Source: an optimization exercise on an open RTL-to-GDS flow (aim: small area, a short achievable clock period and few clock cycles). Production flows keep margins and buffers that such runs may drop.
Function was checked by simulation only, so behaviour that the tests miss may differ from the original.

## flow/design.v (module list and top-level ports; edited modules follow where they fit)
// module lr_sq: 947 lines
// module lr_mxy: 1603 lines
// module lr_q1: 267 lines
// module lr_q2: 347 lines
// module lr_dstage: 192 lines
// module lr_tm: 75 lines
// module lr_ta: 127 lines
// module lr_add28: 116 lines
// module lr_add20: 84 lines
// module lr_add10: 44 lines
// module lr_add9: 40 lines
// module lr_add8: 36 lines
// module LinearRegressor: 142 lines
// module lr_tstep: 16 lines
// module lr_b0: 14 lines
module LinearRegressor(input clk, rst, start, input [19:0] x_in, y_in, output [7:0] addr, output [19:0] Vect_E, output err_valid, output ready);
  // ...
==> flow/flow/run.sh <==
#!/bin/bash
# Layout flow: the standard synthesis, then flow/invopt.py re-chooses the inverters
# around the full adders (flip-flops, ports and cell names kept), then the standard
# layout from that netlist, with the port buffers of flow/ports.env.  Each tool's output
# goes to its own log in this folder.
set -euo pipefail
R=orfs/results/${FLOW_PLATFORM}/LinearRegressor/base
bash standard.sh synth > synth.log 2>&1
cp "$R/1_2_yosys.v" "$R/1_2_yosys.std.v"
python3 flow/invopt.py "$R/1_2_yosys.std.v" "$R/1_2_yosys.v" 3000000 > invopt.log 2>&1
if [[ -f flow/ports.env ]]; then source flow/ports.env; fi
bash standard.sh > layout.log 2>&1
==> flow/flow/invopt.py <==
#!/usr/bin/env python3
"""Inverter clean-up on the synthesized netlist.

Yosys maps full adders onto fixed fa cells after ABC has chosen signal polarities, so the
netlist carries many inverters between adders.  This pass removes every inverter and puts
back as few as it can, choosing for each full adder whether it works on inverted signals
(FA(~a,~b,~c) = (~s,~co)) and for some gates whether to use their inverting or
non-inverting form (nand2 <-> and2, ...).  Flip-flops, ports and all other cells are kept
as they are, with the same names.
usage: invopt.py in.v out.v"""
import re, sys, collections

src = open(sys.argv[1]).read()
m = re.search(r'module\s+(\w+)\s*\((.*?)\);(.*)endmodule', src, re.S)
mod_name, portlist, body = m.group(1), m.group(2), m.group(3)
item_re = re.compile(r'(\s*(?:input|output|wire|inout)\b[^;]*;)|(\s*(sky130_fd_sc_hd__\w+)\s+(\\\S+|\S+)\s*\((.*?)\);)', re.S)
pin_re = re.compile(r'\.(\w+)\(\s*(\\\S+\s|[^()\s]+)\s*\)')
decls, cells = [], []
for im in item_re.finditer(body):
    if im.group(1):
        decls.append(im.group(1).strip())
    else:
        cells.append([im.group(3), im.group(4), {p: n.strip() for p, n in pin_re.findall(im.group(5))}])
assert item_re.sub('', body).strip() == ''

ports = set()
for d in decls:
    dm = re.match(r'(input|output|inout)\s*(\[(\d+):(\d+)\])?\s*(\S+)\s*;', d)
    if dm:
        if dm.group(2):
            a, b = int(dm.group(3)), int(dm.group(4))
            ports.update(f"{dm.group(5)}[{i}]" for i in range(min(a, b), max(a, b) + 1))
        else:
            ports.add(dm.group(5))

P = 'sky130_fd_sc_hd__'
INV_AREA = 3.7536
# inverting form (output Y) <-> non-inverting form (output X), with areas
SIB = {}
for a, b, aa, ba in [
        ('nand2_1', 'and2_1', 3.7536, 6.256), ('nor2_1', 'or2_1', 3.7536, 6.256),
        ('nand3_1', 'and3_1', 5.0048, 6.256), ('nor3_1', 'or3_1', 5.0048, 6.256),
        ('nand4_1', 'and4_1', 6.256, 8.7584), ('nor4_1', 'or4_1', 6.256, 7.5072),
        ('a21oi_1', 'a21o_1', 5.0048, 7.5072), ('o21ai_0', 'o21a_1', 5.0048, 7.5072),
        ('o21ai_1', 'o21a_1', 5.0048, 7.5072), ('a22oi_1', 'a22o_1', 7.5072, 8.7584),
        ('o22ai_1', 'o22a_1', 6.256, 8.7584), ('a211oi_1', 'a211o_1', 7.5072, 8.7584),
        ('o211ai_1', 'o211a_1', 7.5072, 10.0096), ('a31oi_1', 'a31o_1', 6.256, 8.7584),
        ('o31ai_1', 'o31a_1', 7.5072, 8.7584), ('nand2b_1', 'and2b_1', 6.256, 7.5072),
        ('nor2b_1', 'or2b_1', 6.256, 7.5072), ('a32oi_1', 'a32o_1', 8.7584, 10.0096),
        ('o32ai_1', 'o32a_1', 8.7584, 10.0096), ('a221oi_1', 'a221o_1', 8.7584, 10.0096),
        ('o221ai_1', 'o221a_1', 8.7584, 11.2608), ('a2bb2oi_1', 'a2bb2o_1', 8.7584, 10.0096),
        ('o2bb2ai_1', 'o2bb2a_1', 8.7584, 10.0096), ('a21boi_0', 'a21bo_1', 7.5072, 10.0096),
        ('o21bai_1', 'o21ba_1', 7.5072, 10.0096), ('a311oi_1', 'a311o_1', 8.7584, 10.0096),
        ('o311ai_0', 'o311a_1', 8.7584, 10.0096), ('a41oi_1', 'a41o_1', 8.7584, 10.0096),
        ('o41ai_1', 'o41a_1', 8.7584, 11.2608), ('nand3b_1', 'and3b_1', 7.5072, 8.7584),
        ('nor3b_1', 'or3b_1', 7.5072, 8.7584)]:
    SIB[P + a] = (P + b, 'Y', 'X', ba - aa)
    SIB[P + b] = (P + a, 'X', 'Y', aa - ba)
SIB[P + 'xor2_1'] = (P + 'xnor2_1', 'X', 'Y', 0.0)
SIB[P + 'xnor2_1'] = (P + 'xor2_1', 'Y', 'X', 0.0)

OUT = {'X', 'Y', 'Q', 'Q_N', 'COUT', 'SUM', 'HI', 'LO'}
def is_inv(t): return re.match(P + r'(inv|clkinv|clkinvlp)_\d+$', t) is not None
def is_fa(t): return t == P + 'fa_1'

drv = {}
for ci, (t, n, p) in enumerate(cells):
    for pin, net in p.items():
        if pin in OUT: drv[net] = ci

def root(net):
    par = 0
    while net in drv and is_inv(cells[drv[net]][0]):
        net = cells[drv[net]][2]['A']; par ^= 1
    return net, par

keep_inv = {ci for ci, c in enumerate(cells) if is_inv(c[0]) and c[2]['Y'] in ports}
cons = collections.defaultdict(list)   # root -> [(ci, pin, parity)]
for ci, (t, n, p) in enumerate(cells):
    if is_inv(t) and ci not in keep_inv: continue
    for pin, net in p.items():
        if pin in OUT: continue
        r, par = root(net)
        cons[r].append((ci, pin, par))

var = {}          # ci -> 0/1  (FA flip, or gate swap)
frozen = set()
for ci, (t, n, p) in enumerate(cells):
    if is_fa(t) or (t in SIB and ci not in keep_inv):
        var[ci] = 0
        if any(net in ports for pin, net in p.items() if pin in OUT): frozen.add(ci)
def avail(r):
    d = drv.get(r)
    return var.get(d, 0) if d is not None else 0
def need(r):
    a = avail(r)
    for ci, pin, par in cons[r]:
        f = var[ci] if is_fa(cells[ci][0]) else 0
        if par ^ f != a: return 1
    return 0
def affected(ci):
    t, n, p = cells[ci]
    rs = {net for pin, net in p.items() if pin in OUT}
    if is_fa(t): rs |= {root(p[x])[0] for x in ('A', 'B', 'CIN')}
    return rs
def local_cost(ci, rs):
    c = sum(need(r) for r in rs) * INV_AREA
    if cells[ci][0] in SIB and var[ci]: c += SIB[cells[ci][0]][3]
    return c
import random, math
rng = random.Random(1)
order = [ci for ci in var if ci not in frozen]
aff = {ci: affected(ci) for ci in order}
def total():
    return sum(need(r) for r in cons) * INV_AREA + sum(SIB[cells[ci][0]][3] for ci in var if var[ci] and cells[ci][0] in SIB)
def delta(ci):
    rs = aff[ci]
    before = local_cost(ci, rs)
    var[ci] ^= 1
    after = local_cost(ci, rs)
    var[ci] ^= 1
    return after - before
def descend():
    for it in range(100):
        improved = False
        rng.shuffle(order)
        for ci in order:
            if delta(ci) < -1e-9: var[ci] ^= 1; improved = True
        if not improved: break
descend()
moves = int(sys.argv[3]) if len(sys.argv) > 3 else 300000
cur = total(); best = dict(var); bestc = cur
T0, T1 = 3.0, 0.1
n = len(order)
for k in range(moves):
    T = T0 * (T1 / T0) ** (k / moves)
    ci = order[rng.randrange(n)]
    d = delta(ci)
    if d <= 0 or rng.random() < math.exp(-d / T):
        var[ci] ^= 1; cur += d
        if cur < bestc - 1e-9 and (k & 255) == 0 or cur < bestc - 3:
            bestc = cur; best = dict(var)
var.update(best)
descend()
# rebuild
newcells, newwires, invnet = [], [], {}
def phys(r, want):
    if want == avail(r): return r
    if r not in invnet:
        nm = f"_invopt_{len(invnet)}_"
        invnet[r] = nm
        newwires.append(nm)
        newcells.append([P + 'inv_1', nm + 'i', {'A': r, 'Y': nm}])
    return invnet[r]
nflip = nswap = 0
for ci, (t, n, p) in enumerate(cells):
    if is_inv(t) and ci not in keep_inv: continue
    f = var.get(ci, 0)
    q = {}
    for pin, net in p.items():
        if pin in OUT: q[pin] = net
        else:
            r, par = root(net)
            q[pin] = phys(r, par ^ (f if is_fa(t) else 0))
    if f and t in SIB:
        nt, o_old, o_new, _ = SIB[t]
        q[o_new] = q.pop(o_old); t = nt; nswap += 1
    elif f: nflip += 1
    newcells.append([t, n, q])
def fmt(x): return x + ' ' if x.startswith('\\') else x
out = [f"/* inverters re-chosen by invopt.py */", f"module {mod_name}({portlist});"]
out += ["  " + d for d in decls] + [f"  wire {w};" for w in newwires]
for t, n, p in newcells:
    out.append(f"  {t} {fmt(n)} (" + ", ".join(f".{k}({fmt(v)})" for k, v in p.items()) + ");")
out.append("endmodule")
open(sys.argv[2], 'w').write("\n".join(out) + "\n")
ninv = sum(1 for c in cells if is_inv(c[0]))
print(f"invopt: inverters {ninv} -> {len(invnet) + len(keep_inv)}; "
      f"full adders flipped {nflip}, gates swapped {nswap}", file=sys.stderr)
==> flow/flow/ports.env <==
export BUFFER_PORTS_ARGS="-buffer_cell sky130_fd_sc_hd__buf_2"
==> flow/standard.sh <==
#!/bin/bash
# synth_recipe.tcl (not shown) runs the flow's synth.tcl, then flattens the netlist and writes it again
# the make line also repeats each setting of config.mk as NAME=value (left out here)
make -C /OpenROAD-flow-scripts/flow DESIGN_CONFIG=/design/flow/config.mk WORK_HOME=/design/flow/orfs CLKGATE_MAP_FILE= SYNTH_SCRIPT=/design/flow/synth_recipe.tcl "${@:-finish}"
==> flow/config.mk <==
export PLATFORM = sky130hd
export DESIGN_NAME = LinearRegressor
export DESIGN_NICKNAME = LinearRegressor
export VERILOG_FILES = /design/flow/design.v
export SDC_FILE = /design/flow/constraint.sdc
export NUM_CORES = 8
export LEC_CHECK = 0
export ABC_AREA = 1
export CAP_MARGIN = 20
export CORE_MARGIN = 2
export CORE_UTILIZATION = 45
export CTS_CLUSTER_DIAMETER = 150
export CTS_CLUSTER_SIZE = 16
export PLACE_DENSITY = 0.6
export SLEW_MARGIN = 20
==> flow/constraint.sdc <==
create_clock -name core_clock -period 360.0 [get_ports {clk}]
set_input_delay 72.0000 -clock core_clock [delete_from_list [all_inputs] [get_ports {clk}]]
set_output_delay 72.0000 -clock core_clock [all_outputs]
set_load 0.01 [all_outputs]
==> summary.txt, run 1 <==
Run status
  – Outcome: no timing/DRC/antenna violations

Final layout
  – Area growth syn-to-layout: 5.59%
  – Multi-input combinational area share: 69.2%
  – Largest cell class by area: multi-input combinational cells
  – Signal inverters: 508
  – Most frequent cells in the layout: 771 x nand2_1, 749 x fa_1, 499 x inv_1

Setup path
  – R2R Setup Slk: 306.35 ns
  – CP required: 288.00 ns
  – CP Cell Sequence: buf_4 -> buf_2
  – Critical Path Source: cnt[0]
  – Crit path depth: 2

Route
  – Via-per-instance ratio: 5.69
  – Top Layer Used: met5

Clocking
  – CTS buffer count: 26
  – Max clock buf depth: 3
  – H-tree levels: 1

Timing
  – Final setup violation count: 0
  – Slew margin rel.: 31.0%
  – Fin crit period: 73.59 ns
  – Worst clock skew: 0.0348 ns
  – Fin crit share: 20.4%

Die
  – Placement Rows: 110
  – CORE AREA: 0.0901 mm^2

Global route
  – Largest net degree at the start of global routing: 82
  – Grt met3 use: 7.65%
  – Gr busiest metal: met2

Place
  – Placed Cells: 5402
  – HPWL after detailed placement: 98.3 mm
  – Pre-CTS WS: 287.06 ns
  – # port buffers: 72
  – Placer Congestion: 0.965

Synthesis
  – Synth warn: 1
  – Average size of a mapped cell: 9.51 um^2
  – Cell Area, Synth: 0.0410 mm^2

Flow run
  – Max cap viols: 0

Worst hold path
  – Worst hold start: QN[33]
Testbench counts, summed over its fixed seeds: cycles 27,427.
==> run 2: changes to the inputs <==
--- a/flow/config.mk
+++ b/flow/config.mk
@@ -11,5 +11,6 @@
 export CORE_UTILIZATION = 45
 export CTS_CLUSTER_DIAMETER = 150
 export CTS_CLUSTER_SIZE = 16
+export GPL_TIMING_DRIVEN = 0
 export PLACE_DENSITY = 0.6
 export SLEW_MARGIN = 20
==> summary.txt, run 2 <==
Die
  – Die height: 306 um
  – Placement Rows: 110 (unchanged)
  – Die W: 306 um
  – Num ports: 73
  – CORE AREA: 0.0901 mm^2 (unchanged)
  – Die footprint: 0.0936 mm^2
  – Initial Utilization: 45.5%

Setup path
  – CP top delay family: flip-flops
  – Worst Path Arrival: 1.53 ns
  – Slowest-stage cell, CP: dfrtp_1
  – Crit path kind: register to output port
  – CP bufs+invs: 1
  – CP Cell Sequence: buf_2
  – Startpoint types: register
  – Max incr delay on CP: 0.70 ns
  – Crit end category: output port
  – CP required: 288.00 ns (about the same)
  – Max FO, Critical Path: 11

Synthesis
  – Synth Instances: 4315
  – Average size of a mapped cell: 9.51 um^2 (unchanged)
  – Cell Area, Synth: 0.0410 mm^2 (unchanged)
  – Post-Syn Nets: 5360
  – Synth warn: 1 (unchanged)

Timing
  – Fin crit share: 20.4% (about the same)
  – RSZ-0062 raised after global routing: false
  – Worst Tran Pin Value: 1.30 ns
  – Slew Limit Fails: 0
  – Final setup violation count: 0 (unchanged)
  – Worst clock skew: 0.0487 ns (+0.0139 ns)
  – Slew margin rel.: 13.3% (-18 points)
  – Setup TNS: 0 ns
  – Setup WS post-layout: 286.47 ns
  – Fin crit period: 73.53 ns (-0.0580 ns)
  – Max Fclk: 0.0136 GHz
  – Final hold violations: 0

Flow run
  – Max cap viols: 0 (unchanged)

Global route
  – Vias in the first global route: 32790
  – Initial antenna violation count: 9
  – Total GRT Usage: 34.6%
  – Largest net degree at the start of global routing: 32 (-61%)
  – First-pass GRT wire length: 232 mm
  – GRT overflow: 0

Clocking
  – CTS tree: built
  – H-tree levels: 1 (unchanged)
  – CTS-repair resized insts: 0
  – Clock sink count: 335
  – Hold-fix buffers, CTS: 0
  – CTS root buf: clkbuf_16
  – Clock Latency Late Sink: 0.61 ns
  – CTS buffer count: 24 (-7.7%)
  – Max clock buf depth: 3 (unchanged)
  – Clk slew on worst S/H paths: 0.08 ns
  – Setup Fix Bufs, Post-CTS: 0

Route
  – Routed WL: 161 mm
  – ANT nets after route: 0
  – DR iter-0 viols: 4057
  – Via-per-instance ratio: 5.82 (+2.3%)
  – DR pass1 iterations: 6
  – Per-cell routed wire length: 28.6 um
  – Drc violations: 0
  – Vias: 32742

Place
  – Placer Congestion: 1.04 (+7.5%)
  – # port buffers: 72 (unchanged)
  – HPWL after detailed placement: 131 mm (+33%)
  – DP Area: 0.0430 mm^2
  – Pre-CTS WS: 287.12 ns (+0.0550 ns)

Final layout
  – Filler Cell Count: 8746
  – Commonest non-fill, non-tap cell in the layout: nand2_1
  – Area growth syn-to-layout: 6.57%
  – Register area: 0.00810 mm^2
  – Final instance area: 0.0437 mm^2
  – Multi-input logic area: 0.0299 mm^2
  – Fin nets: 5465
  – Most frequent cells in the layout: 772 x nand2_1, 749 x fa_1, 508 x inv_1
  – Layout cells sized above 1: 5.79%

Worst hold path
  – Worst hold-check path type: register to register

Run status
  – Outcome: no timing/DRC/antenna violations
-- run 2: cell type report --
cell class	instances	share of cell area (%)
Multi-Input combinational cell	3214	68.5
Sequential cell	335	18.5
Inverter	508	4.36
Tap cell	1176	3.37
Buffer	258	2.55
Clock buffer	44	1.59
Timing Repair Buffer	79	1.06
Antenna cell	9	0.0515
-- run 2: per-stage QoR --
step	hold WS [ns]	instances	utilization, %
after floorplan	0.423	4315	-
after global placement	0.438	5563	47.5
after detailed placement	0.439	5569	47.7
after CTS	0.454	5613	48.4
after global routing	0.477	5614	48.5
final	0.452	5623	48.5
-- run 2: worst min-delay path: cells and delay by family (launching register included) --
| kind | cells | cell delay [ns] |
|---|---|---|
| flip-flops | 1 | 0.32 |
| AND/OR/NAND/NOR | 2 | 0.10 |
-- run 2: worst paths after layout --
path / cells past startpoint / slack [ns] / endpoint / startpoint
setup / recovery: 1 / 286.47 / addr[2] / cnt[2]
hold reg to reg: 2 / 0.45 / QN[39] / QN[37]
setup reg to reg: 161 / 304.75 / SXY[20] / cnt[2]
min in group asynchronous: 2 / 71.52 / ev / rst
max in group asynchronous: 2 / 287.97 / p_joint / rst
hold / removal: 2 / 0.45 / QN[39] / QN[37]
-- run 2: layer usage --
metal | track usage, % | part of all wire [%]
met1 | 50.1 | 42
met2 | 47.1 | 40
met5 | 0 | 0.017
met4 | 11.8 | 4.1
met3 | 13.1 | 15
==> run 3: changes to the inputs <==
--- a/flow/config.mk
+++ b/flow/config.mk
@@ -8,9 +8,8 @@
 export ABC_AREA = 1
 export CAP_MARGIN = 20
 export CORE_MARGIN = 2
-export CORE_UTILIZATION = 45
+export CORE_UTILIZATION = 65
 export CTS_CLUSTER_DIAMETER = 150
 export CTS_CLUSTER_SIZE = 16
-export GPL_TIMING_DRIVEN = 0
-export PLACE_DENSITY = 0.6
+export PLACE_DENSITY = 0.8
 export SLEW_MARGIN = 20
==> summary.txt, run 3 <==
Timing
  – Setup TNS: 0 ns (unchanged)
  – Fin crit period: 73.46 ns (-0.0690 ns)
  – Fin crit share: 20.4% (about the same)
  – Slew Limit Fails: 0 (unchanged)
  – Final setup violation count: 0 (unchanged)
  – RSZ-0062 raised after global routing: false
  – Max Fclk: 0.0136 GHz (about the same)
  – Setup WS post-layout: 286.54 ns (+0.0690 ns)
  – Worst Tran Pin Value: 1.10 ns (-0.199 ns)
  – Worst clock skew: 0.0383 ns (-0.0104 ns)
  – WHS: 0.447 ns (-0.00436 ns)
  – Final hold violations: 0 (unchanged)
  – Slew margin rel.: 26.0% (+13 points)

Place
  – Placed Cells: 5067 (-9.0%)
  – # port buffers: 72 (unchanged)
  – Placer Congestion: 1.02 (-1.3%)
  – HPWL after detailed placement: 93.8 mm (-28%)
  – Pre-CTS WS: 287.20 ns (+0.0870 ns)

Route
  – Routed WL: 127 mm (-21%)
  – Routed length on met2: 54.0 mm (-15%)
  – Met3 WL post-DR: 20.1 mm (-14%)
  – Drc violations: 0 (unchanged)
  – DR pass1 iterations: 8 (+2)
  – Top Layer Used: met5
  – Via-per-instance ratio: 6.31 (+8.3%)
  – Per-cell routed wire length: 24.8 um (-13%)
  – ANT nets after route: 0 (unchanged)
  – DR iter-0 viols: 3860 (-4.9%)
  – Wl on met1: 45.8 mm (-32%)
  – Vias: 32258 (-1.5%)

Synthesis
  – Cell Area, Synth: 0.0410 mm^2 (unchanged)
  – Synth warn: 1 (unchanged)
  – Average size of a mapped cell: 9.51 um^2 (unchanged)
  – Post-Syn Nets: 5360 (unchanged)
  – Synth Instances: 4315 (unchanged)

Die
  – CORE AREA: 0.0627 mm^2 (-30%)
  – Num ports: 73 (unchanged)
  – Die footprint: 0.0651 mm^2 (-30%)
  – Initial Utilization: 65.4% (+20 points)
  – Die height: 255 um (-17%)
  – Die W: 255 um (-17%)
  – Placement Rows: 92 (-16%)

Setup path
  – Startpoint types: register
  – Worst Path Arrival: 1.46 ns (-0.07 ns)
  – Crit end category: output port
  – CP bufs+invs: 1 (unchanged)
  – Slowest-stage cell, CP: dfrtp_1
  – CP top delay family: flip-flops
  – Crit path depth: 1 (unchanged)
  – Max incr delay on CP: 0.64 ns (-0.06 ns)
  – Max FO, Critical Path: 11 (unchanged)
  – Worst Reg2Reg Path Length in Cells: 160 (-0.62%)
  – CP required: 288.00 ns (about the same)
  – CP Cell Sequence: buf_2
  – Crit path kind: register to output port

Global route
  – Vias in the first global route: 33366 (+1.8%)
  – GRT overflow: 0 (unchanged)
  – Initial antenna violation count: 4 (-5)
  – Largest net degree at the start of global routing: 81 (+150%)
  – Total GRT Usage: 40.5% (+5.9 points)
  – First-pass GRT wire length: 196 mm (-16%)

Final layout
  – Register area: 0.00811 mm^2 (about the same)
  – Commonest non-fill, non-tap cell in the layout: nand2_1
  – Layout cells sized above 1: 6.59% (+0.79 points)
  – Filler Cell Count: 4823 (-45%)
  – Layout Cells excl Fill: 5116 (-9.0%)
  – Most frequent cells in the layout: 771 x nand2_1, 749 x fa_1, 499 x inv_1
  – Area growth syn-to-layout: 4.46%
  – Multi-input logic area: 0.0300 mm^2 (+0.15%)
  – Fin nets: 5293 (-3.1%)

Clocking
  – Max clock buf depth: 3 (unchanged)
  – Clk slew on worst S/H paths: 0.08 ns (about the same)
  – Setup Fix Bufs, Post-CTS: 0 (unchanged)
  – Hold-fix buffers, CTS: 0 (unchanged)
  – Clock sink count: 335 (unchanged)
  – Clock Latency Late Sink: 0.63 ns (+0.02 ns)
  – CTS buffer count: 25 (+4.2%)
  – CTS tree: built
  – CTS root buf: clkbuf_16
  – H-tree levels: 1 (unchanged)
  – CTS-repair resized insts: 0 (unchanged)

Worst hold path
  – Worst hold-check path type: register to register
  – WHS Path Cells: 2 (unchanged)

Flow run
  – Max cap viols: 0 (unchanged)

Run status
  – Outcome: no timing/DRC/antenna violations
run 3: tightest hold or removal path: cells and delay by family (launching register included):
family	cells	cell delay (ns)
flip-flops	1	0.32
AND/OR/NAND/NOR	2	0.10
run 3: final cells by class:
class | instances | share of cell area (%)
multi-input combinational | 3214 | 70.0
timing repair buffer | 164 | 2.45
clock buffer | 43 | 1.62
sequential | 335 | 18.9
inverter | 508 | 4.45
clock inverter | 3 | 0.0964
tap | 846 | 2.47
antenna | 3 | 0.0175
run 3: per-stage QoR:
step,cell area (um^2),utilization [%]
after floorplan,41000,-
after global placement,42100,67.1
after detailed placement,42100,67.1
after CTS,42800,68.3
after global routing,42800,68.3
final,42800,68.3
run 3: path summary, 6_finish.rpt:
kind                              from      end  slack (ns)
worst max-delay path            cnt[2]  addr[2]      286.54
worst min-delay path            QN[29]   QN[31]        0.45
worst max register to register  cnt[0]  SXY[20]      305.61
worst min register to register  QN[29]   QN[31]        0.45
max in group asynchronous          rst  p_joint      288.19
min in group asynchronous          rst   cnt[0]       71.42
run 3: routing by layer:
metal  up-vias  track usage (%)
li1      13625                -
met1     15799             54.4
met2      2388             59.4
met3       440             14.7
met4         6             17.6
met5         -             1.43
==> run 4: changes to the inputs <==
--- a/flow/config.mk
+++ b/flow/config.mk
@@ -8,8 +8,8 @@
 export ABC_AREA = 1
 export CAP_MARGIN = 20
 export CORE_MARGIN = 2
-export CORE_UTILIZATION = 65
+export CORE_UTILIZATION = 72
 export CTS_CLUSTER_DIAMETER = 150
 export CTS_CLUSTER_SIZE = 16
-export PLACE_DENSITY = 0.8
+export PLACE_DENSITY = 0.86
 export SLEW_MARGIN = 20
==> summary.txt, run 4 <==
Run status
  – Outcome: no timing/DRC/antenna violations

Die
  – Die height: 243 um (-4.9%)
  – Die W: 243 um (-4.9%)
  – CORE AREA: 0.0564 mm^2 (-10%)
  – Num ports: 73 (unchanged)
  – Initial Utilization: 72.7% (+7.4 points)
  – Die footprint: 0.0589 mm^2 (-9.6%)
  – Placement Rows: 87 (-5.4%)

Global route
  – First-pass GRT wire length: 200 mm (+2.0%)
  – Total GRT Usage: 44.9% (+4.4 points)
  – Vias in the first global route: 34835 (+4.4%)
  – Initial antenna violation count: 8 (+4)
  – Largest net degree at the start of global routing: 82 (+1.2%)
  – GRT overflow: 0 (unchanged)

Setup path
  – Startpoint types: register
  – Worst Reg2Reg Path Length in Cells: 159 (-0.63%)
  – Worst Path Arrival: 1.56 ns (+0.10 ns)
  – CP top delay family: buffers and inverters
  – Slowest-stage cell, CP: buf_4
  – Crit path depth: 2 (+1)
  – CP bufs+invs: 2 (+1)
  – CP required: 288.00 ns (about the same)
  – Max incr delay on CP: 0.40 ns (-0.24 ns)
  – Max FO, Critical Path: 45 (+34)
  – Crit path kind: register to output port
  – Crit end category: output port
  – CP Cell Sequence: buf_4 -> buf_2

Final layout
  – Register area: 0.00810 mm^2 (about the same)
  – Multi-input logic area: 0.0300 mm^2 (about the same)
  – Layout cells sized above 1: 6.61% (+0.020 points)
  – Fin nets: 5296 (+0.057%)
  – Filler Cell Count: 3829 (-21%)
  – Area growth syn-to-layout: 4.19%
  – Most frequent cells in the layout: 771 x nand2_1, 749 x fa_1, 500 x inv_1
  – Commonest non-fill, non-tap cell in the layout: nand2_1

Timing
  – Worst Tran Pin Value: 1.20 ns (+0.0960 ns)
  – Final setup violation count: 0 (unchanged)
  – Slew margin rel.: 20.0% (-6.0 points)
  – Slew Limit Fails: 0 (unchanged)
  – RSZ-0062 raised after global routing: false
  – Setup TNS: 0 ns (unchanged)
  – Final hold violations: 0 (unchanged)
  – Fin crit period: 73.56 ns (+0.0990 ns)
  – Fin crit share: 20.4% (+0.027 points)
  – Worst clock skew: 0.0350 ns (-0.00335 ns)
  – Max Fclk: 0.0136 GHz (-0.13%)

Clocking
  – Hold-fix buffers, CTS: 0 (unchanged)
  – Clock sink count: 335 (unchanged)
  – CTS tree: built
  – Max clock buf depth: 3 (unchanged)
  – Setup Fix Bufs, Post-CTS: 0 (unchanged)
  – CTS buffer count: 25 (unchanged)
  – CTS root buf: clkbuf_16
  – H-tree levels: 1 (unchanged)
  – CTS-repair resized insts: 0 (unchanged)
  – Clock Latency Late Sink: 0.62 ns (about the same)
  – Clk slew on worst S/H paths: 0.09 ns (about the same)

Flow run
  – Max cap viols: 0 (unchanged)

Route
  – Per-cell routed wire length: 25.7 um (+3.4%)
  – Vias: 33014 (+2.3%)
  – DR pass1 iterations: 7 (-1)
  – DR iter-0 viols: 4646 (+20%)
  – Via-per-instance ratio: 6.56 (+4.0%)
  – Drc violations: 0 (unchanged)
  – Routed WL: 129 mm (+1.8%)
  – ANT nets after route: 0 (unchanged)

Synthesis
  – Synth warn: 1 (unchanged)
  – Post-Syn Nets: 5360 (unchanged)
  – Synth Instances: 4315 (unchanged)
  – Average size of a mapped cell: 9.51 um^2 (unchanged)
  – Cell Area, Synth: 0.0410 mm^2 (unchanged)

Place
  – Placer Congestion: 1.05 (+2.9%)
  – HPWL after detailed placement: 93.0 mm (-0.85%)
  – # port buffers: 72 (unchanged)

Worst hold path
  – Worst hold-check path type: register to register
  – WHS Path Cells: 2 (unchanged)
==> run 4: stage by stage <==
stage               cells  utilization (%)  setup WS (ns)  instance area [um^2]  hold WS, ns
finish               5034             75.8         286.44                 42700        0.455
global route         5025             75.8         286.37                 42700        0.473
CTS                  5025             75.8         286.44                 42700        0.458
detailed placement   4980             74.5         287.08                 42000        0.439
global placement     4980             74.5         287.11                 42000        0.431
floorplan            4315                -         287.46                 41000        0.423
==> run 4: layer usage <==
| metal | vias to the layer above | wire [um] | global-route usage, % |
|---|---|---|---|
| met5 | - | 70 | 0 |
| met4 | 10 | 8210 | 23.3 |
| met3 | 651 | 22000 | 17.2 |
| met2 | 2752 | 54700 | 65.2 |
| met1 | 15946 | 44200 | 59.0 |
| li1 | 13655 | - | - |
==> run 4: worst register-to-register path, delay by kind of cell, from the launching register on <==
family | cells | cell delay, ns
adder cells (fa/ha/maj) | 127 | 48.21
buffers and inverters | 19 | 3.21
AO/OA/AOI/OAI | 7 | 1.25
AND/OR/NAND/NOR | 4 | 0.70
XOR/XNOR | 2 | 0.36
flip-flops | 1 | 0.34
==> run 4: final timing paths <==
kind                       startpoint       to  slack, ns
max                            cnt[0]  addr[0]     286.44
min                           SXY[41]  SXY[43]       0.46
max reg2reg                    cnt[0]  SXY[20]     305.83
min reg2reg                   SXY[41]  SXY[43]       0.46
max in group asynchronous         rst  p_joint     288.17
min in group asynchronous         rst   cnt[3]      71.42
==> run 4: area by class of cell <==
cell class	count	share of cell area [%]
Multi-Input combinational cell	3214	70.1
Sequential cell	335	19.0
Inverter	508	4.46
Timing Repair Buffer	167	2.51
Tap cell	756	2.21
Clock buffer	42	1.61
Clock inverter	3	0.0966
Antenna cell	9	0.0527
==> run 5: changes to the inputs <==
--- a/flow/config.mk
+++ b/flow/config.mk
@@ -8,8 +8,8 @@
 export ABC_AREA = 1
 export CAP_MARGIN = 20
 export CORE_MARGIN = 2
-export CORE_UTILIZATION = 72
+export CORE_UTILIZATION = 55
 export CTS_CLUSTER_DIAMETER = 150
 export CTS_CLUSTER_SIZE = 16
-export PLACE_DENSITY = 0.86
+export PLACE_DENSITY = 0.7
 export SLEW_MARGIN = 20
==> summary.txt, run 5 <==
Final layout
  – Layout cells sized above 1: 6.70% (+0.091 points)
  – Commonest non-fill, non-tap cell in the layout: nand2_1
  – Most frequent cells in the layout: 771 x nand2_1, 749 x fa_1, 502 x inv_1
  – Multi-input logic area: 0.0300 mm^2 (about the same)
  – Area growth syn-to-layout: 4.88%
  – Register area: 0.00811 mm^2 (about the same)
  – Filler Cell Count: 6450 (+68%)
  – Fin nets: 5297 (+0.019%)

Global route
  – Largest net degree at the start of global routing: 81 (-1.2%)
  – GRT overflow: 0 (unchanged)
  – Initial antenna violation count: 6 (-2)
  – Vias in the first global route: 32697 (-6.1%)
  – Total GRT Usage: 34.0% (-11 points)
  – First-pass GRT wire length: 198 mm (-0.66%)

Clocking
  – Clock sink count: 335 (unchanged)
  – Clk slew on worst S/H paths: 0.09 ns (about the same)
  – Max clock buf depth: 3 (unchanged)
  – CTS-repair resized insts: 0 (unchanged)
  – Clock Latency Late Sink: 0.62 ns (about the same)
  – Hold-fix buffers, CTS: 0 (unchanged)
  – CTS buffer count: 25 (unchanged)
  – H-tree levels: 1 (unchanged)
  – CTS tree: built
  – CTS root buf: clkbuf_16
  – Setup Fix Bufs, Post-CTS: 0 (unchanged)

Timing
  – Worst Tran Pin Value: 0.994 ns (-0.204 ns)
  – Worst clock skew: 0.0281 ns (-0.00692 ns)
  – Max Fclk: 0.0136 GHz (+0.17%)
  – Final setup violation count: 0 (unchanged)
  – Fin crit period: 73.44 ns (-0.123 ns)
  – Slew margin rel.: 33.6% (+14 points)
  – Final hold violations: 0 (unchanged)
  – Fin crit share: 20.4% (-0.034 points)
  – Setup TNS: 0 ns (unchanged)
  – WHS: 0.445 ns (-0.0103 ns)
  – RSZ-0062 raised after global routing: false
  – Slew Limit Fails: 0 (unchanged)

Setup path
  – CP bufs+invs: 1 (-1)
  – Max FO, Critical Path: 11 (-76%)
  – CP top delay family: flip-flops
  – Startpoint types: register
  – Crit end category: output port
  – Crit path kind: register to output port
  – CP required: 288.00 ns (about the same)
  – R2R Setup Slk: 306.20 ns (+0.37 ns)
  – Slowest-stage cell, CP: dfrtp_1
  – CP Cell Sequence: buf_2
  – Worst Path Arrival: 1.44 ns (-0.12 ns)
  – Max incr delay on CP: 0.61 ns (+0.21 ns)

Route
  – Routed WL: 128 mm (-1.2%)
  – Top Layer Used: met5
  – Routed length on met2: 54.3 mm (-0.82%)
  – Wl on met1: 50.1 mm (+13%)
  – DR pass1 iterations: 6 (-1)
  – ANT nets after route: 0 (unchanged)
  – Drc violations: 0 (unchanged)
  – Via-per-instance ratio: 6.04 (-7.9%)
  – Met3 WL post-DR: 17.0 mm (-23%)
  – Per-cell routed wire length: 24.3 um (-5.2%)
  – Vias: 31659 (-4.1%)
  – DR iter-0 viols: 3469 (-25%)

Die
  – Placement Rows: 100 (+15%)
  – Num ports: 73 (unchanged)
  – Die W: 277 um (+14%)
  – CORE AREA: 0.0742 mm^2 (+32%)
  – Die height: 277 um (+14%)
  – Die footprint: 0.0768 mm^2 (+30%)
  – Initial Utilization: 55.3% (-17 points)

Synthesis
  – Average size of a mapped cell: 9.51 um^2 (unchanged)
  – Synth warn: 1 (unchanged)
  – Cell Area, Synth: 0.0410 mm^2 (unchanged)
  – Synth Instances: 4315 (unchanged)
  – Post-Syn Nets: 5360 (unchanged)

Flow run
  – Max cap viols: 0 (unchanged)

Place
  – Placer Congestion: 0.989 (-6.2%)
  – HPWL after detailed placement: 93.2 mm (+0.21%)
  – # port buffers: 72 (unchanged)

Run status
  – Outcome: no timing/DRC/antenna violations

Worst hold path
  – Worst hold-check path type: register to register
==> run 5: final cells by class <==
type,instances,share of cell area [%]
multi-input combinational,3214,69.7
sequential,335,18.8
inverter,508,4.43
tap,969,2.82
timing repair buffer,168,2.51
clock buffer,42,1.60
clock inverter,4,0.0989
antenna,4,0.0233
==> run 5: per-layer routing <==
layer / vias up / GRT usage, %
li1: 13645 / -
met1: 15720 / 47.3
met2: 1953 / 50.0
met3: 335 / 10.3
met4: 6 / 13.8
met5: - / 0
==> run 5: final timing paths <==
path                            startpoint       to  cells past startpoint
worst max-delay path                cnt[2]  addr[2]                      1
worst min-delay path                QN[32]   QN[34]                      2
worst max register to register      cnt[0]  SXY[20]                    160
worst min register to register      QN[32]   QN[34]                      2
max in group asynchronous              rst  p_joint                      2
min in group asynchronous              rst   cnt[3]                      2
==> run 5: metrics by stage <==
stage	std cells	utilization [%]	setup WS, ns	cell area (um^2)
after detailed placement	5194	57.0	287.22	42300
after CTS	5240	57.9	286.55	43000
after global placement	5194	57.0	287.22	42300
after floorplan	4315	-	287.46	41000
final	5244	58.0	286.56	43000
after global routing	5240	58.0	286.53	43000
==> run 6: changes to the inputs <==
==> flow/flow/run.sh (replaced) <==
#!/bin/bash
# Layout flow: the standard synthesis; then, on its netlist, two rounds of
#   flow/invopt.py  - choose the polarity of each full adder (and inverting or plain form of
#                     some gates) so that as few inverters as possible are needed
#   flow/resyn.py   - map the plain logic gates again with an area-oriented ABC script
# (flip-flops, full/half adders, tie cells and ports keep their cells and names); then
# the standard layout from that netlist, with the port buffers of flow/ports.env.
# Each tool's output goes to its own log in this folder.
set -euo pipefail
R=orfs/results/${FLOW_PLATFORM}/LinearRegressor/base
PD=${FLOW_HOME}/platforms/${FLOW_PLATFORM}
LIB=${PD}/lib/sky130_fd_sc_hd__tt_025C_1v80.lib
DONT_USE=$(sed -n '/^export DONT_USE_CELLS/,/^$/p' "${PD}/config.mk" | grep -oE 'sky130_fd_sc_hd__[A-Za-z0-9_]+' | tr '\n' ' ')
bash standard.sh synth > synth.log 2>&1
mkdir -p netopt
cp "$R/1_2_yosys.v" netopt/0_std.v
python3 flow/invopt.py netopt/0_std.v netopt/1_inv.v 3000000 > invopt1.log 2>&1
python3 flow/resyn.py netopt/1_inv.v netopt/2_resyn.v netopt/w2 "$LIB" $DONT_USE > resyn1.log 2>&1
python3 flow/invopt.py netopt/2_resyn.v netopt/3_inv.v 3000000 > invopt2.log 2>&1
python3 flow/resyn.py netopt/3_inv.v netopt/4_resyn.v netopt/w4 "$LIB" $DONT_USE > resyn2.log 2>&1
cp netopt/4_resyn.v "$R/1_2_yosys.v"
if [[ -f flow/ports.env ]]; then source flow/ports.env; fi
bash standard.sh > layout.log 2>&1
--- a/flow/flow/invopt.py
+++ b/flow/flow/invopt.py
@@ -7,7 +7,7 @@
 (FA(~a,~b,~c) = (~s,~co)) and for some gates whether to use their inverting or
 non-inverting form (nand2 <-> and2, ...).  Flip-flops, ports and all other cells are kept
 as they are, with the same names.
-usage: invopt.py in.v out.v"""
+usage: invopt.py in.v out.v [annealing moves]"""
 import re, sys, collections
 
 src = open(sys.argv[1]).read()
@@ -15,12 +15,31 @@
 mod_name, portlist, body = m.group(1), m.group(2), m.group(3)
 item_re = re.compile(r'(\s*(?:input|output|wire|inout)\b[^;]*;)|(\s*(sky130_fd_sc_hd__\w+)\s+(\\\S+|\S+)\s*\((.*?)\);)', re.S)
 pin_re = re.compile(r'\.(\w+)\(\s*(\\\S+\s|[^()\s]+)\s*\)')
+# "assign port = {nets};" aliases (left by a resynthesis): rename the nets to the port bits
+alias = {}
+def bits_of(expr):
+    expr = expr.strip()
+    if expr.startswith('{'):
+        out = []
+        for part in re.findall(r'\\\S+\s|[^\s{},]+', expr[1:-1]):
+            out.extend(bits_of(part))
+        return out
+    m2 = re.match(r'(\S+)\[(\d+):(\d+)\]$', expr)
+    if m2:
+        a, b = int(m2.group(2)), int(m2.group(3))
+        return [f"{m2.group(1)}[{i}]" for i in (range(a, b - 1, -1) if a >= b else range(a, b + 1))]
+    return [expr]
+for am in re.finditer(r'\s*assign\s+(.*?)\s*=\s*(.*?);', body, re.S):
+    lhs, rhs = bits_of(am.group(1)), bits_of(am.group(2))
+    assert len(lhs) == len(rhs), am.group(0)
+    for l, r in zip(lhs, rhs): alias[r] = l
+body = re.sub(r'\s*assign\s+.*?;', '', body, flags=re.S)
 decls, cells = [], []
 for im in item_re.finditer(body):
     if im.group(1):
         decls.append(im.group(1).strip())
     else:
-        cells.append([im.group(3), im.group(4), {p: n.strip() for p, n in pin_re.findall(im.group(5))}])
+        cells.append([im.group(3), im.group(4), {p: alias.get(n.strip(), n.strip()) for p, n in pin_re.findall(im.group(5))}])
 assert item_re.sub('', body).strip() == ''
 
 ports = set()
@@ -33,7 +52,9 @@
         else:
             ports.add(dm.group(5))
 
-P = 'sky130_fd_sc_hd__'
+P = "sky130_fd_sc_hd__"
+import zlib
+PFX = "iv%05d_" % (zlib.crc32(src.encode()) % 100000)
 INV_AREA = 3.7536
 # inverting form (output Y) <-> non-inverting form (output X), with areas
 SIB = {}
@@ -147,7 +168,7 @@
 def phys(r, want):
     if want == avail(r): return r
     if r not in invnet:
-        nm = f"_invopt_{len(invnet)}_"
+        nm = f"_{PFX}{len(invnet)}_"
         invnet[r] = nm
         newwires.append(nm)
         newcells.append([P + 'inv_1', nm + 'i', {'A': r, 'Y': nm}])
==> flow/flow/resyn.py (new file) <==
#!/usr/bin/env python3
"""Re-maps the plain logic gates of a synthesized netlist with an area-oriented ABC script.
Flip-flops, full and half adders, tie cells and ports stay as they are (same cells, same
instance names); only the other gates are turned back into logic and mapped again.
usage: resyn.py in.v out.v workdir liberty [dont_use cells...]"""
import os, re, subprocess, sys

src, dst, work, lib = sys.argv[1:5]
dont_use = sys.argv[5:]
os.makedirs(work, exist_ok=True)
yosys = os.environ.get("YOSYS_EXE") or "yosys"

def run(script, log):
    path = os.path.join(work, log + ".ys")
    open(path, "w").write(script)
    with open(os.path.join(work, log + ".log"), "w") as f:
        subprocess.run([yosys, "-q", "-s", path], stdout=f, stderr=subprocess.STDOUT, check=True)

# functional models of every library cell
models = os.path.join(work, "cells.v")
run(f"read_liberty -ignore_miss_func {lib}\nproc\nopt_clean\nwrite_verilog -noattr {models}\n", "models")
text = open(models).read()
keep = re.compile(r"sky130_fd_sc_hd__(fa_|ha_|conb|df|edf|sdf|dl|lpflow|probe|tap|fill|decap|diode|ebuf|einv)")
comb, bb = [], []
for full, name, ports, body in re.findall(r"(module (sky130_fd_sc_hd__\w+)\((.*?)\);(.*?)endmodule)", text, re.S):
    if keep.match(name) or "reg " in body or "always" in body:
        decl = "\n".join(l for l in body.split("\n") if re.match(r"\s*(input|output)\b", l))
        bb.append(f"(* blackbox *)\nmodule {name}({ports});\n{decl}\nendmodule\n")
    else:
        comb.append(full)
open(os.path.join(work, "bb.v"), "w").write("\n".join(bb))
open(os.path.join(work, "comb.v"), "w").write("\n".join(comb))
open(os.path.join(work, "area.abc"), "w").write("strash\ndc2\ndch -f\nmap -a\ntopo\n")
du = " ".join(f"-dont_use {c}" for c in dont_use)
top = re.search(r"module\s+(\w+)", open(src).read()).group(1)
run(f"""read_verilog -lib {work}/bb.v
read_verilog {work}/comb.v
read_verilog {src}
hierarchy -top {top}
flatten
rename -hide w:*.*
opt_clean -purge
techmap
opt -fast
abc -liberty {lib} {du} -script {work}/area.abc
opt_clean -purge
stat -liberty {lib}
write_verilog -noattr {dst}
""", "resyn")
==> summary.txt, run 6 <==
Clocking
  – Clk slew on worst S/H paths: 0.09 ns (about the same)
  – CTS root buf: clkbuf_16
  – H-tree levels: 1 (unchanged)
  – Clock Latency Late Sink: 0.61 ns (about the same)
  – CTS-repair resized insts: 0 (unchanged)
  – Clock sink count: 335 (unchanged)
  – Setup Fix Bufs, Post-CTS: 0 (unchanged)
  – Max clock buf depth: 3 (unchanged)
  – CTS tree: built
  – CTS buffer count: 25 (unchanged)
  – Hold-fix buffers, CTS: 0 (unchanged)

Die
  – Die W: 268 um (-3.2%)
  – Initial Utilization: 55.7% (+0.45 points)
  – Num ports: 73 (unchanged)
  – Die footprint: 0.0719 mm^2 (-6.4%)
  – CORE AREA: 0.0688 mm^2 (-7.2%)
  – Placement Rows: 96 (-4.0%)
  – Die height: 268 um (-3.2%)

Setup path
  – Crit end category: output port
  – Max incr delay on CP: 0.69 ns (+0.08 ns)
  – Slowest-stage cell, CP: dfrtp_1
  – Worst Path Arrival: 1.53 ns (+0.09 ns)
  – Crit path depth: 1 (unchanged)
  – CP bufs+invs: 1 (unchanged)
  – Max FO, Critical Path: 13 (+2)
  – Worst Reg2Reg Path Length in Cells: 157 (-1.9%)
  – CP Cell Sequence: buf_2
  – Crit path kind: register to output port
  – Startpoint types: register
  – CP top delay family: flip-flops
  – CP required: 288.00 ns (about the same)

Final layout
  – Area growth syn-to-layout: 7.95%
  – Layout Cells excl Fill: 4973 (-5.2%)
  – Final instance area: 0.0414 mm^2 (-3.7%)
  – Layout cells sized above 1: 5.69% (-1.0 points)
  – Multi-input logic area: 0.0288 mm^2 (-4.0%)
  – Register area: 0.00810 mm^2 (about the same)
  – Final core occ: 60.2% (+2.2 points)
  – Commonest non-fill, non-tap cell in the layout: fa_1
  – Fin nets: 5066 (-4.4%)
  – Most frequent cells in the layout: 749 x fa_1, 733 x nand2_1, 413 x clkinv_1
  – Filler Cell Count: 5891 (-8.7%)

Place
  – Placer Congestion: 0.974 (-1.5%)
  – DP Area: 0.0407 mm^2 (-3.7%)
  – Placed Cells: 4925 (-5.2%)
  – # port buffers: 72 (unchanged)
  – HPWL after detailed placement: 94.5 mm (+1.5%)

Timing
  – Setup TNS: 0 ns (unchanged)
  – Worst Tran Pin Value: 1.05 ns (+0.0562 ns)
  – Max Fclk: 0.0136 GHz (-0.13%)
  – Fin crit share: 20.4% (+0.026 points)
  – Slew Limit Fails: 0 (unchanged)
  – Slew margin rel.: 29.9% (-3.7 points)
  – Fin crit period: 73.53 ns (+0.0940 ns)
  – Final hold violations: 0 (unchanged)
  – Final setup violation count: 0 (unchanged)
  – RSZ-0062 raised after global routing: false
  – Worst clock skew: 0.0375 ns (+0.00945 ns)

Route
  – DR iter-0 viols: 3457 (-0.35%)
  – Per-cell routed wire length: 25.6 um (+5.2%)
  – Drc violations: 0 (unchanged)
  – Via-per-instance ratio: 6.20 (+2.7%)
  – Vias: 30822 (-2.6%)
  – DR pass1 iterations: 8 (+2)
  – ANT nets after route: 0 (unchanged)
  – Routed WL: 127 mm (-0.25%)

Global route
  – Largest net degree at the start of global routing: 80 (-1.2%)
  – First-pass GRT wire length: 195 mm (-1.4%)
  – Vias in the first global route: 32162 (-1.6%)
  – Initial antenna violation count: 2 (-4)
  – GRT overflow: 0 (unchanged)
  – Total GRT Usage: 36.9% (+2.8 points)

Synthesis
  – Synth Instances: 3826 (-11%)
  – Synth warn: 1 (unchanged)
  – Average size of a mapped cell: 10.0 um^2 (+5.5%)
  – Post-Syn Nets: 4871 (-9.1%)
  – Cell Area, Synth: 0.0384 mm^2 (-6.5%)

Run status
  – Outcome: no timing/DRC/antenna violations

Flow run
  – Max cap viols: 0 (unchanged)

Worst hold path
  – WHS Path Cells: 2 (unchanged)
  – Worst hold-check path type: register to register
## run 6: path summary, 6_finish.rpt
check | from | end | slack (ns)
hold / removal | QN[41] | QN[43] | 0.45
min in group asynchronous | rst | cnt[6] | 71.36
setup reg to reg | register | SXY[20] | 303.93
setup / recovery | cnt[2] | addr[2] | 286.47
max in group asynchronous | rst | p_idle | 288.34
hold reg to reg | QN[41] | QN[43] | 0.45
## run 6: metrics by stage
stage / hold slack (ns) / worst slack (ns)
final: 0.451 / 286.47
after global routing: 0.470 / 286.43
after detailed placement: 0.441 / 287.11
after CTS: 0.455 / 286.45
after floorplan: 0.419 / 287.46
after global placement: 0.436 / 287.15
## run 6: layer usage
layer | part of all wire [%] | GRT usage [%] | wire (um)
met1 | 37 | 48.1 | 46500
met2 | 43 | 54.5 | 54400
met3 | 14 | 13.8 | 18400
met4 | 6.2 | 17.7 | 7940
met5 | 0.035 | 0 | 44
## run 6: cell type report
cell class,instances,area share (%)
Inverter,416,3.77
Multi-Input combinational cell,3075,69.5
Sequential cell,335,19.6
Clock inverter,4,0.0755
Antenna cell,2,0.0121
Clock buffer,42,1.66
Timing Repair Buffer,168,2.61
Tap cell,931,2.81
==> run 7: changes to the inputs <==
--- a/flow/flow/run.sh
+++ b/flow/flow/run.sh
@@ -3,6 +3,7 @@
 #   flow/invopt.py  - choose the polarity of each full adder (and inverting or plain form of
 #                     some gates) so that as few inverters as possible are needed
 #   flow/resyn.py   - map the plain logic gates again with an area-oriented ABC script
+#                     (map -a in the first round, amap in the second)
 # (flip-flops, full/half adders, tie cells and ports keep their cells and names); then
 # the standard layout from that netlist, with the port buffers of flow/ports.env.
 # Each tool's output goes to its own log in this folder.
@@ -15,9 +16,9 @@
 mkdir -p netopt
 cp "$R/1_2_yosys.v" netopt/0_std.v
 python3 flow/invopt.py netopt/0_std.v netopt/1_inv.v 3000000 > invopt1.log 2>&1
-python3 flow/resyn.py netopt/1_inv.v netopt/2_resyn.v netopt/w2 "$LIB" $DONT_USE > resyn1.log 2>&1
+python3 flow/resyn.py netopt/1_inv.v netopt/2_resyn.v netopt/w2 "$LIB" map $DONT_USE > resyn1.log 2>&1
 python3 flow/invopt.py netopt/2_resyn.v netopt/3_inv.v 3000000 > invopt2.log 2>&1
-python3 flow/resyn.py netopt/3_inv.v netopt/4_resyn.v netopt/w4 "$LIB" $DONT_USE > resyn2.log 2>&1
+python3 flow/resyn.py netopt/3_inv.v netopt/4_resyn.v netopt/w4 "$LIB" amap $DONT_USE > resyn2.log 2>&1
 cp netopt/4_resyn.v "$R/1_2_yosys.v"
 if [[ -f flow/ports.env ]]; then source flow/ports.env; fi
 bash standard.sh > layout.log 2>&1
--- a/flow/flow/resyn.py
+++ b/flow/flow/resyn.py
@@ -2,11 +2,12 @@
 """Re-maps the plain logic gates of a synthesized netlist with an area-oriented ABC script.
 Flip-flops, full and half adders, tie cells and ports stay as they are (same cells, same
 instance names); only the other gates are turned back into logic and mapped again.
-usage: resyn.py in.v out.v workdir liberty [dont_use cells...]"""
+usage: resyn.py in.v out.v workdir liberty script dont_use_cells...
+script: "map" (strash; dc2; dch; map -a) or "amap" (the same with amap, twice)"""
 import os, re, subprocess, sys
 
-src, dst, work, lib = sys.argv[1:5]
-dont_use = sys.argv[5:]
+src, dst, work, lib, mode = sys.argv[1:6]
+dont_use = sys.argv[6:]
 os.makedirs(work, exist_ok=True)
 yosys = os.environ.get("YOSYS_EXE") or "yosys"
 
@@ -30,7 +31,9 @@
         comb.append(full)
 open(os.path.join(work, "bb.v"), "w").write("\n".join(bb))
 open(os.path.join(work, "comb.v"), "w").write("\n".join(comb))
-open(os.path.join(work, "area.abc"), "w").write("strash\ndc2\ndch -f\nmap -a\ntopo\n")
+scripts = {"map": "strash\ndc2\ndch -f\nmap -a\ntopo\n",
+           "amap": "strash\ndc2\ndch -f\namap\nstrash\ndch -f\namap\ntopo\n"}
+open(os.path.join(work, "area.abc"), "w").write(scripts[mode])
 du = " ".join(f"-dont_use {c}" for c in dont_use)
 top = re.search(r"module\s+(\w+)", open(src).read()).group(1)
 run(f"""read_verilog -lib {work}/bb.v
==> summary.txt, run 7 <==
Global route
  – First-pass GRT wire length: 196 mm (+0.11%)
  – GRT overflow: 0 (unchanged)
  – Total GRT Usage: 37.0% (+0.13 points)
  – Initial antenna violation count: 4 (+2)
  – Largest net degree at the start of global routing: 82 (+2.5%)
  – Vias in the first global route: 31825 (-1.0%)

Synthesis
  – Synth warn: 1 (unchanged)
  – Synth Instances: 3697 (-3.4%)
  – Post-Syn Nets: 4742 (-2.6%)
  – Cell Area, Synth: 0.0380 mm^2 (-0.90%)
  – Average size of a mapped cell: 10.3 um^2 (+2.6%)

Clocking
  – Clock Latency Late Sink: 0.61 ns (about the same)
  – Max clock buf depth: 3 (unchanged)
  – H-tree levels: 1 (unchanged)
  – CTS tree: built
  – Clk slew on worst S/H paths: 0.08 ns (about the same)
  – CTS-repair resized insts: 0 (unchanged)
  – CTS root buf: clkbuf_16
  – CTS buffer count: 25 (unchanged)
  – Hold-fix buffers, CTS: 0 (unchanged)
  – Clock sink count: 335 (unchanged)
  – Setup Fix Bufs, Post-CTS: 0 (unchanged)

Setup path
  – CP Cell Sequence: buf_2
  – Startpoint types: register
  – CP endpoint: addr[1]
  – Max FO, Critical Path: 21 (+8)
  – Crit end category: output port
  – Slowest-stage cell, CP: dfrtp_1
  – Reg2reg end: SXY[20]
  – CP top delay family: flip-flops
  – Max incr delay on CP: 0.76 ns (+0.07 ns)
  – CP required: 288.00 ns (about the same)
  – Worst Path Arrival: 1.60 ns (+0.07 ns)
  – FF-to-FF Start: cnt[1]
  – CP bufs+invs: 1 (unchanged)
  – R2R Setup Slk: 303.58 ns (-0.35 ns)
  – Critical Path Source: cnt[1]
  – Crit path kind: register to output port
  – Crit path depth: 1 (unchanged)
  – Worst Reg2Reg Path Length in Cells: 162 (+3.2%)

Route
  – Per-cell routed wire length: 26.5 um (+3.6%)
  – ANT nets after route: 0 (unchanged)
  – DR iter-0 viols: 3518 (+1.8%)
  – Vias: 31032 (+0.68%)
  – Routed WL: 127 mm (about the same)
  – Via-per-instance ratio: 6.46 (+4.3%)
  – Drc violations: 0 (unchanged)
  – DR pass1 iterations: 9 (+1)

Die
  – Initial Utilization: 55.5% (-0.21 points)
  – CORE AREA: 0.0685 mm^2 (-0.52%)
  – Die height: 267 um (-0.44%)
  – Die W: 267 um (-0.44%)
  – Die footprint: 0.0712 mm^2 (-0.89%)
  – Num ports: 73 (unchanged)
  – Placement Rows: 96 (unchanged)

Timing
  – Fin crit period: 73.60 ns (+0.0640 ns)
  – Setup WS post-layout: 286.40 ns (-0.0640 ns)
  – Fin crit share: 20.4% (about the same)
  – Slew Limit Fails: 0 (unchanged)
  – Worst Tran Pin Value: 1.15 ns (+0.101 ns)
  – Final hold violations: 0 (unchanged)
  – Final setup violation count: 0 (unchanged)
  – Worst clock skew: 0.0275 ns (-0.0100 ns)
  – Slew margin rel.: 22.8% (-7.1 points)
  – RSZ-0062 raised after global routing: false
  – Max Fclk: 0.0136 GHz (about the same)
  – Setup TNS: 0 ns (unchanged)

Place
  – HPWL after detailed placement: 94.3 mm (-0.24%)
  – Pre-CTS WS: 287.03 ns (-0.0770 ns)
  – Placed Cells: 4756 (-3.4%)
  – # port buffers: 72 (unchanged)
  – Placer Congestion: 0.952 (-2.2%)

Final layout
  – Most frequent cells in the layout: 749 x fa_1, 470 x nand2_1, 411 x nor2_1
  – Fin nets: 4946 (-2.4%)
  – Layout Cells excl Fill: 4802 (-3.4%)
  – Commonest non-fill, non-tap cell in the layout: fa_1
  – Layout cells sized above 1: 5.71% (+0.021 points)
  – Ant diodes: 0 (-2)
  – Final core occ: 60.0% (-0.16 points)
  – Area growth syn-to-layout: 8.08%

Run status
  – Outcome: no timing/DRC/antenna violations

Flow run
  – Max cap viols: 0 (unchanged)

Worst hold path
  – Worst hold-check path type: register to register
==> run 7: per-stage QoR <==
step | hold WS, ns | instance area, um^2
finish | 0.443 | 41100
global route | 0.465 | 41100
CTS | 0.446 | 41100
detailed placement | 0.435 | 40300
global placement | 0.433 | 40300
floorplan | 0.414 | 38000
==> run 7: how the worst min path moves through the flow <==
stage	to	slack (ns)	depth (start not counted)	startpoint
3_5_place_dp	SXY[43]	0.44	2	SXY[41]
4_1_cts	SXY[43]	0.45	2	SXY[41]
6_report	SXY[43]	0.44	2	SXY[41]
2_1_floorplan	SXY[41]	0.41	2	SXY[39]
5_1_grt	SXY[43]	0.46	2	SXY[41]
3_3_place_gp	SXY[43]	0.43	2	SXY[41]
==> run 7: final cells by class <==
cell class,instances,area (um^2)
sequential,335,8100
multi-input combinational,2999,28600
fill,5815,27400
clock inverter,3,37.5
tap,882,1100
timing repair buffer,177,1150
inverter,363,1360
clock buffer,43,703
==> run 7: per-layer routing <==
metal	global-route usage (%)	routed length, um	vias up	share of wire (%)
met5	1.32	185	-	0.15
met4	18.1	7720	10	6.1
met3	10.4	16900	463	13
met2	54.8	54500	1946	43
met1	50.2	48000	15262	38
li1	-	-	13351	-
==> run 8: changes to the inputs <==
--- a/flow/flow/run.sh
+++ b/flow/flow/run.sh
@@ -2,9 +2,10 @@
 # Layout flow: the standard synthesis; then, on its netlist, two rounds of
 #   flow/invopt.py  - choose the polarity of each full adder (and inverting or plain form of
 #                     some gates) so that as few inverters as possible are needed
-#   flow/resyn.py   - map the plain logic gates again with an area-oriented ABC script
+#   flow/resyn.py   - map the logic gates (half adders included) again with an
+#                     area-oriented ABC script
 #                     (map -a in the first round, amap in the second)
-# (flip-flops, full/half adders, tie cells and ports keep their cells and names); then
+# (flip-flops, full adders, tie cells and ports keep their cells and names); then
 # the standard layout from that netlist, with the port buffers of flow/ports.env.
 # Each tool's output goes to its own log in this folder.
 set -euo pipefail
--- a/flow/flow/resyn.py
+++ b/flow/flow/resyn.py
@@ -1,7 +1,7 @@
 #!/usr/bin/env python3
-"""Re-maps the plain logic gates of a synthesized netlist with an area-oriented ABC script.
-Flip-flops, full and half adders, tie cells and ports stay as they are (same cells, same
-instance names); only the other gates are turned back into logic and mapped again.
+"""Re-maps the logic gates of a synthesized netlist with an area-oriented ABC script.
+Flip-flops, full adders, tie cells and ports stay as they are (same cells, same instance
+names); the other gates, half adders included, are turned back into logic and mapped again.
 usage: resyn.py in.v out.v workdir liberty script dont_use_cells...
 script: "map" (strash; dc2; dch; map -a) or "amap" (the same with amap, twice)"""
 import os, re, subprocess, sys
@@ -21,7 +21,7 @@
 models = os.path.join(work, "cells.v")
 run(f"read_liberty -ignore_miss_func {lib}\nproc\nopt_clean\nwrite_verilog -noattr {models}\n", "models")
 text = open(models).read()
-keep = re.compile(r"sky130_fd_sc_hd__(fa_|ha_|conb|df|edf|sdf|dl|lpflow|probe|tap|fill|decap|diode|ebuf|einv)")
+keep = re.compile(r"sky130_fd_sc_hd__(fa_|conb|df|edf|sdf|dl|lpflow|probe|tap|fill|decap|diode|ebuf|einv)")
 comb, bb = [], []
 for full, name, ports, body in re.findall(r"(module (sky130_fd_sc_hd__\w+)\((.*?)\);(.*?)endmodule)", text, re.S):
     if keep.match(name) or "reg " in body or "always" in body:
--- a/flow/config.mk
+++ b/flow/config.mk
@@ -9,7 +9,8 @@
 export CAP_MARGIN = 20
 export CORE_MARGIN = 2
 export CORE_UTILIZATION = 55
-export CTS_CLUSTER_DIAMETER = 150
-export CTS_CLUSTER_SIZE = 16
+export CTS_BUF_LIST = sky130_fd_sc_hd__clkbuf_8
+export CTS_CLUSTER_DIAMETER = 100
+export CTS_CLUSTER_SIZE = 12
 export PLACE_DENSITY = 0.7
 export SLEW_MARGIN = 20
==> summary.txt, run 8 <==
Timing
  – Final setup violation count: 0 (unchanged)
  – Worst Tran Pin Value: 1.20 ns (+0.0465 ns)
  – Worst clock skew: 0.0522 ns (+0.0247 ns)
  – Fin crit share: 20.4% (about the same)
  – Setup TNS: 0 ns (unchanged)
  – Final hold violations: 0 (unchanged)
  – Slew Limit Fails: 0 (unchanged)
  – Setup WS post-layout: 286.41 ns (+0.00700 ns)
  – Max Fclk: 0.0136 GHz (about the same)
  – Fin crit period: 73.59 ns (-0.00700 ns)
  – Slew margin rel.: 19.7% (-3.1 points)
  – RSZ-0062 raised after global routing: false

Place
  – Pre-CTS WS: 287.17 ns (+0.140 ns)
  – Placer Congestion: 0.962 (+1.0%)
  – HPWL after detailed placement: 89.3 mm (-5.3%)
  – # port buffers: 72 (unchanged)
  – Placed Cells: 4998 (+5.1%)

Die
  – Placement Rows: 95 (-1.0%)
  – Die height: 263 um (-1.3%)
  – CORE AREA: 0.0669 mm^2 (-2.3%)
  – Initial Utilization: 55.3% (-0.22 points)
  – Die footprint: 0.0694 mm^2 (-2.6%)
  – Num ports: 73 (unchanged)
  – Die W: 263 um (-1.3%)

Clocking
  – Setup Fix Bufs, Post-CTS: 0 (unchanged)
  – CTS tree: built
  – CTS-repair resized insts: 0 (unchanged)
  – Clock Latency Late Sink: 0.68 ns (+0.07 ns)
  – CTS root buf: clkbuf_8
  – Clk slew on worst S/H paths: 0.09 ns (about the same)
  – Hold-fix buffers, CTS: 0 (unchanged)
  – CTS buffer count: 34 (+36%)
  – H-tree levels: 2 (+1)
  – Max clock buf depth: 3 (unchanged)
  – Clock sink count: 335 (unchanged)

Synthesis
  – Post-Syn Nets: 4745 (+0.063%)
  – Synth Instances: 3953 (+6.9%)
  – Cell Area, Synth: 0.0370 mm^2 (-2.6%)
  – Synth warn: 1 (unchanged)
  – Average size of a mapped cell: 9.36 um^2 (-9.0%)

Setup path
  – CP Cell Sequence: buf_2
  – Worst Path Arrival: 1.59 ns (about the same)
  – Slowest-stage cell, CP: dfrtp_1
  – Crit end category: output port
  – Max incr delay on CP: 0.68 ns (-0.08 ns)
  – Max FO, Critical Path: 15 (-29%)
  – CP required: 288.00 ns (about the same)
  – CP bufs+invs: 1 (unchanged)
  – CP top delay family: flip-flops
  – Crit path kind: register to output port
  – Startpoint types: register

Final layout
  – Layout cells sized above 1: 5.66% (-0.053 points)
  – Commonest non-fill, non-tap cell in the layout: fa_1
  – Area growth syn-to-layout: 8.03% (about the same)
  – Most frequent cells in the layout: 749 x fa_1, 640 x nand2_1, 542 x nor2_1
  – Fin nets: 4953 (+0.14%)
  – Layout Cells excl Fill: 5062 (+5.4%)

Route
  – DR pass1 iterations: 6 (-3)
  – ANT nets after route: 0 (unchanged)
  – Routed WL: 123 mm (-3.3%)
  – Per-cell routed wire length: 24.3 um (-8.2%)
  – Vias: 32252 (+3.9%)
  – DR iter-0 viols: 3880 (+10%)
  – Via-per-instance ratio: 6.37 (-1.4%)
  – Drc violations: 0 (unchanged)

Global route
  – Initial antenna violation count: 4 (unchanged)
  – GRT overflow: 0 (unchanged)
  – Vias in the first global route: 32660 (+2.6%)
  – First-pass GRT wire length: 193 mm (-1.3%)
  – Total GRT Usage: 36.6% (-0.37 points)
  – Largest net degree at the start of global routing: 80 (-2.4%)

Worst hold path
  – Worst hold-check path type: register to register

Flow run
  – Max cap viols: 0 (unchanged)

Run status
  – Outcome: no timing/DRC/antenna violations
run 8: cell type report:
class                      instances  area (um^2)
antenna                            3         7.51
sequential                       335         8100
clock buffer                      36          495
timing repair buffer             172         1120
inverter                         395         1480
clock inverter                    25          145
multi-input combinational       3223        27500
tap                              873         1090
fill                            5869        26900
run 8: final timing paths:
path | slack, ns | start | depth (start not counted) | endpoint
setup reg to reg | 304.28 | cnt[0] | 160 | SXY[20]
max in group asynchronous | 288.42 | rst | 2 | p_idle
min in group asynchronous | 71.27 | rst | 2 | cnt[0]
hold reg to reg | 0.46 | SXY[41] | 2 | SXY[43]
setup / recovery | 286.41 | cnt[0] | 1 | addr[0]
hold / removal | 0.46 | SXY[41] | 2 | SXY[43]
run 8: metrics by stage:
stage | utilization [%] | cell area [um^2] | hold slack (ns)
3_5_place_dp | 58.8 | 39300 | 0.446
6_report | 59.7 | 40000 | 0.462
2_1_floorplan | - | 37000 | 0.426
3_3_place_gp | 58.8 | 39300 | 0.442
5_1_grt | 59.7 | 40000 | 0.488
4_1_cts | 59.7 | 40000 | 0.461
run 8: layer usage:
layer | GRT usage [%] | share of wire [%] | vias to the layer above
met5 | 0 | 0.022 | -
met4 | 18.8 | 5.6 | 4
met3 | 8.57 | 12 | 373
met2 | 55.1 | 44 | 1862
met1 | 50.0 | 39 | 15859
li1 | - | - | 14154

==> static timing again, ports no longer ideal <==
The flow's constraints put no driver on any port. The routed layouts listed below were extracted and timed again, unchanged, in two steps. Step 1 sets driving cells, clkbuf_16 on the clock port and buf_2 on the other inputs (assumed; they add their load-dependent delay and slew). Step 2, shift: input delay + t, output delay - t, t = (earliest + latest rising clock arrival at the registers) / 2. This alone moves slack from input paths to output paths. Slacks: ideal / step 1 / step 2; pairs: ideal / step 1.
| run | shift t [ns] | setup WS [ns] | worst setup path after step 2 |
|---|---|---|---|
| run 1 | 0.678 | 286.409 / 286.344 / 287.022 | register to output |
| run 2 | 0.654 | 286.467 / 286.398 / 287.052 | register to output |
| run 3 | 0.671 | 286.536 / 286.475 / 287.147 | register to output |
| run 4 | 0.661 | 286.437 / 286.376 / 287.038 | register to output |
| run 5 | 0.672 | 286.560 / 286.498 / 287.170 | register to output |
| run 6 | 0.663 | 286.466 / 286.399 / 287.062 | register to output |
| run 7 | 0.667 | 286.402 / 286.332 / 287.000 | register to output |
| run 8 | 0.722 | 286.409 / 286.344 / 287.066 | register to output |
After both steps setup and hold are still met in every run listed.
